Background: an optimization exercise with open tools, aiming at small area, a short achievable clock period and few clock cycles per item. Do not read the settings as production practice.
In this exercise RTL edits were held to simulation tests only and were not proved equivalent to the original.

Setup of build 51:
Design fp_carpma, start of the top module:
module fp_carpma(
    input clk_i, rst_i, en_i,
    input [31:0] x1_i, x2_i,
    output [31:0] sonuc_o,
    output done_o
    );
  wire zero = ~|x1_i | ~|x2_i;
  wire [23:0] ma = {1'b1, x1_i[22:0]};
  wire [23:0] mb = {1'b1, x2_i[22:0]};
  reg [1:0] cnt_q;           
  reg [28:0] s_q, c_q;     
  reg cy_q;                  
  reg [7:0] e_q;
  reg sg_q;
  reg z_q;
  wire run = en_i & ~rst_i;
  wire hold = cnt_q[1];
  wire sh = run & ~hold;
  wire hd = run & hold;
  wire [29:0] r1 = {s_q, cy_q} + {c_q, cy_q};
  wire [24:0] ra = r1[29:5];
  wire [11:0] q = cnt_q[0] ? mb[23:12] : mb[11:0];
  wire [12:0] qx = {q, 1'b0};
  wire [5:0] ng, one, two;
  genvar g;
  generate for (g = 0; g < 6; g = g + 1) begin : bd
    wire b0 = qx[2*g];
    wire b1 = qx[2*g+1];
    wire b2 = qx[2*g+2];
    assign ng[g] = b2;
    assign one[g] = b1 ^ b0;
    assign two[g] = (b2 & ~b1 & ~b0) | (~b2 & b1 & b0);
  end endgenerate
  wire [24:0] bp0 = (({1'b0, ma} & {25{one[0]}}) | ({ma, 1'b0} & {25{two[0]}})) ^ {25{ng[0]}};
  wire [24:0] bp1 = (({1'b0, ma} & {25{one[1]}}) | ({ma, 1'b0} & {25{two[1]}})) ^ {25{ng[1]}};
  wire [24:0] bp2 = (({1'b0, ma} & {25{one[2]}}) | ({ma, 1'b0} & {25{two[2]}})) ^ {25{ng[2]}};
  wire [24:0] bp3 = (({1'b0, ma} & {25{one[3]}}) | ({ma, 1'b0} & {25{two[3]}})) ^ {25{ng[3]}};
  wire [24:0] bp4 = (({1'b0, ma} & {25{one[4]}}) | ({ma, 1'b0} & {25{two[4]}})) ^ {25{ng[4]}};
  wire [24:0] bp5 = (({1'b0, ma} & {25{one[5]}}) | ({ma, 1'b0} & {25{two[5]}})) ^ {25{ng[5]}};
  wire [23:0] pr = ma & {24{q[11]}};
  wire fs0 = ra[1] ^ ng[0] ^ bp0[0];
  wire fc0 = (ra[1] & ng[0]) | (ra[1] & bp0[0]) | (ng[0] & bp0[0]);
  wire fs1 = ra[3] ^ ng[1] ^ bp0[2];
  wire fc1 = (ra[3] & ng[1]) | (ra[3] & bp0[2]) | (ng[1] & bp0[2]);
  wire fs2 = ra[4] ^ bp0[3] ^ bp1[1];
  wire fc2 = (ra[4] & bp0[3]) | (ra[4] & bp1[1]) | (bp0[3] & bp1[1]);
  wire fs3 = ra[5] ^ ng[2] ^ bp0[4];
  wire fc3 = (ra[5] & ng[2]) | (ra[5] & bp0[4]) | (ng[2] & bp0[4]);
  wire fs4 = ra[6] ^ bp0[5] ^ bp1[3];
  wire fc4 = (ra[6] & bp0[5]) | (ra[6] & bp1[3]) | (bp0[5] & bp1[3]);
  wire fs5 = ra[7] ^ ng[3] ^ bp0[6];
  wire fc5 = (ra[7] & ng[3]) | (ra[7] & bp0[6]) | (ng[3] & bp0[6]);
  wire fs6 = bp1[4] ^ bp2[2] ^ bp3[0];
  wire fc6 = (bp1[4] & bp2[2]) | (bp1[4] & bp3[0]) | (bp2[2] & bp3[0]);
  ...
Size in the first run: roughly 1400 cells after synthesis, ~71 flip-flops, about 100 I/O pins, ~11000 um^2 of cells after synthesis.
==> flow/config.mk <==
export PLATFORM = sky130hd
export DESIGN_NAME = fp_carpma
export DESIGN_NICKNAME = fp_carpma
export VERILOG_FILES = /design/flow/design.v
export SDC_FILE = /design/flow/constraint.sdc
export NUM_CORES = 4
export LEC_CHECK = 0
export ABC_AREA = 1
export CAP_MARGIN = 20
export CORE_MARGIN = 2
export CORE_UTILIZATION = 40
export SETUP_SLACK_MARGIN = 4.5
export SLEW_MARGIN = 20
==> flow/constraint.sdc <==
create_clock -name core_clock -period 10.0 [get_ports {clk_i}]
set_input_delay 2.0000 -clock core_clock [delete_from_list [all_inputs] [get_ports {clk_i}]]
set_output_delay 2.0000 -clock core_clock [all_outputs]
set_load 0.01 [all_outputs]
standard.sh (not shown) runs the stock make flow with config.mk's settings and CLKGATE_MAP_FILE= SYNTH_SCRIPT=/design/flow/synth_recipe.tcl, a recipe that flattens the netlist after the stock synthesis.
==> flow/flow/run.sh <==
#!/bin/bash
set -uo pipefail
export BUFFER_PORTS_ARGS="-buffer_cell sky130_fd_sc_hd__buf_2"
export SYNTH_ARGS="-noabc"
bash standard.sh > flow.log 2>&1
Build 51 completed; timing, DRC and antenna clean
Testbench counts of build 51, summed over its fixed seeds: cycles 7,192, items 2,400.
The following lists how build 68 was set up differently from build 51:
# build 51
export LEC_CHECK = 0
export ABC_AREA = 1
export CAP_MARGIN = 20
export CORE_MARGIN = 2
export CORE_UTILIZATION = 40
export SETUP_SLACK_MARGIN = 4.5
export SLEW_MARGIN = 20
create_clock -name core_clock -period 10.0 [get_ports {clk_i}]
# build 68
export LEC_CHECK = 0
export ABC_AREA = 1
export CAP_MARGIN = 20
export CORE_MARGIN = 2
export CORE_UTILIZATION = 40
export SETUP_SLACK_MARGIN = 4
export SLEW_MARGIN = 20
create_clock -name core_clock -period 10.0 [get_ports {clk_i}]
==> flow/run.sh (new file) <==
#!/bin/bash
# synth_recipe.tcl (not shown) runs the flow's synth.tcl, then flattens the netlist and writes it again
# the make line also repeats each setting of config.mk as NAME=value (left out here)
make -C /OpenROAD-flow-scripts/flow DESIGN_CONFIG=/design/flow/config.mk WORK_HOME=/design/flow/orfs CLKGATE_MAP_FILE= SYNTH_SCRIPT=/design/flow/synth_recipe.tcl finish
removed: flow/flow/run.sh
removed: flow/standard.sh
==> comparison <==
- In build 68, the area of the die came out about 8% above the value in build 51.
- | number of buffers other than clock buffers in the final layout | higher: build 68 |
- Summary of build 68 over build 51: data arrival time of the worst path went up by 0.43 ns, via count went up, total routing usage reported by global routing up 0.16 points, post-synthesis to final-layout area growth higher, instance count of the mapped netlist saw an increase.
- Comparing build 51 with build 68, the clock network area share came out essentially unchanged.
- Relative to build 51, cell area increased by 1500 um^2 in build 68.
- Run comparison: build 68 leading cell type in the layout, fill and taps excluded inv_1; build 51 leading cell type in the layout, fill and taps excluded nand2_1
- Build 68 against build 51: wire length on met2 went up 8.6%, wire length after detailed routing increased by 11% relative to the old numbers.
[inputs] build 40 vs build 68
# build 68
export LEC_CHECK = 0
export ABC_AREA = 1
export CAP_MARGIN = 20
export CORE_MARGIN = 2
export CORE_UTILIZATION = 40
export SETUP_SLACK_MARGIN = 4
export SLEW_MARGIN = 20
create_clock -name core_clock -period 10.0 [get_ports {clk_i}]
# build 40
export LEC_CHECK = 0
export ABC_AREA = 1
export CAP_MARGIN = 20
export CORE_MARGIN = 2
export CORE_UTILIZATION = 40
export SETUP_SLACK_MARGIN = 4.5
export SLEW_MARGIN = 20
create_clock -name core_clock -period 10.0 [get_ports {clk_i}]
==> flow/flow/run.sh (new file) <==
#!/bin/bash
set -uo pipefail
export BUFFER_PORTS_ARGS="-buffer_cell sky130_fd_sc_hd__buf_4"
export SYNTH_ARGS="-noabc"
bash standard.sh > flow.log 2>&1
==> flow/standard.sh (new file) <==
#!/bin/bash
# synth_recipe.tcl (not shown) runs the flow's synth.tcl, then flattens the netlist and writes it again
# the make line also repeats each setting of config.mk as NAME=value (left out here)
make -C /OpenROAD-flow-scripts/flow DESIGN_CONFIG=/design/flow/config.mk WORK_HOME=/design/flow/orfs CLKGATE_MAP_FILE= SYNTH_SCRIPT=/design/flow/synth_recipe.tcl "${@:-finish}"
removed: flow/run.sh
- Build 40 has completed all stages; timing, DRC and antenna checks passed.
- A launching element of the worst setup path of x2_i[19] is what build 68 shows, while x2_i[17] belongs to build 40.
- Build 68 → build 40: post-route standard cell area excluding fillers down 8.3%; average detailed-routed wire length per instance saw an increase.
[inputs] build 14 vs build 40
# build 40
export LEC_CHECK = 0
export ABC_AREA = 1
export CAP_MARGIN = 20
export CORE_MARGIN = 2
export CORE_UTILIZATION = 40
export SETUP_SLACK_MARGIN = 4.5
export SLEW_MARGIN = 20
create_clock -name core_clock -period 10.0 [get_ports {clk_i}]
# build 14
export LEC_CHECK = 0
export ABC_AREA = 1
export CAP_MARGIN = 20
export CORE_MARGIN = 2
export CORE_UTILIZATION = 40
export SETUP_SLACK_MARGIN = 5
export SLEW_MARGIN = 20
create_clock -name core_clock -period 10.0 [get_ports {clk_i}]
==> flow/flow/run.sh <==
#!/bin/bash
# The standard layout (the standard.sh, unchanged synthesis and steps), except
# that the port buffers use sky130_fd_sc_hd__buf_4 instead of the cell that
# buffer_ports picks by default (a slow delay buffer).
set -uo pipefail
export BUFFER_PORTS_ARGS="-buffer_cell sky130_fd_sc_hd__buf_4"
bash standard.sh > flow.log 2>&1
Findings:
- Via count of the first global-routing pass | build 14 above build 40
- [build 14] average instance area after synthesis fell about 8% relative to build 40
- Between build 14 and build 40, number of gates resized after cts is lower for build 40, build 14 comes in above that.
- The wire length in build 14 is 1.2 times that in build 40.
- Across both runs, count of plain and timing-repair buffers in the layout was higher for build 14 than for build 40.
- Run comparison: build 14 launch point of the worst path x2_i[15]; build 40 launch point of the worst path x2_i[17]
- The floorplan die area of build 14 was inferior to that of build 40.
- Between build 14 and build 40, it is build 14 whose slack of the worst reg-to-reg path is lower, by 0.03 ns.

separate check: timing with driven ports:
Ports are ideal in the flow. The routed layouts listed here were re-timed in OpenROAD.
Step 1: set_driving_cell puts a clkbuf_16 on clk_i and a buf_2 on each other input, an assumption about the parent block.
Step 2 adds t to the input delays and takes it off the output delays; t is the mean of the earliest and latest rising clock arrival at the registers after step 1. Input paths then give back, and output paths get back, about the clock's delay inside the block.
a / b / c = ideal ports / drivers / drivers and shift; a / b = the first two.
run	t, ns	setup slack, ns	hold slack, ns	worst setup path at the end	worst slew at a driven data input, ns
build 51	0.389	4.603 / 4.605 / 4.216	0.477 / 0.477 / 0.477	input to register	0.04
build 68	0.382	4.136 / 4.151 / 3.769	0.461 / 0.461 / 0.461	input to register	0.05
build 40	0.393	4.586 / 4.604 / 4.211	0.479 / 0.479 / 0.479	input to register	0.05
build 14	0.388	4.779 / 4.784 / 4.396	0.461 / 0.461 / 0.461	input to register	0.04
After both steps every run listed still meets setup and hold. The setup slack of build 51, which loses most, moves by +0.002 ns with the drivers and by -0.387 ns with both steps.
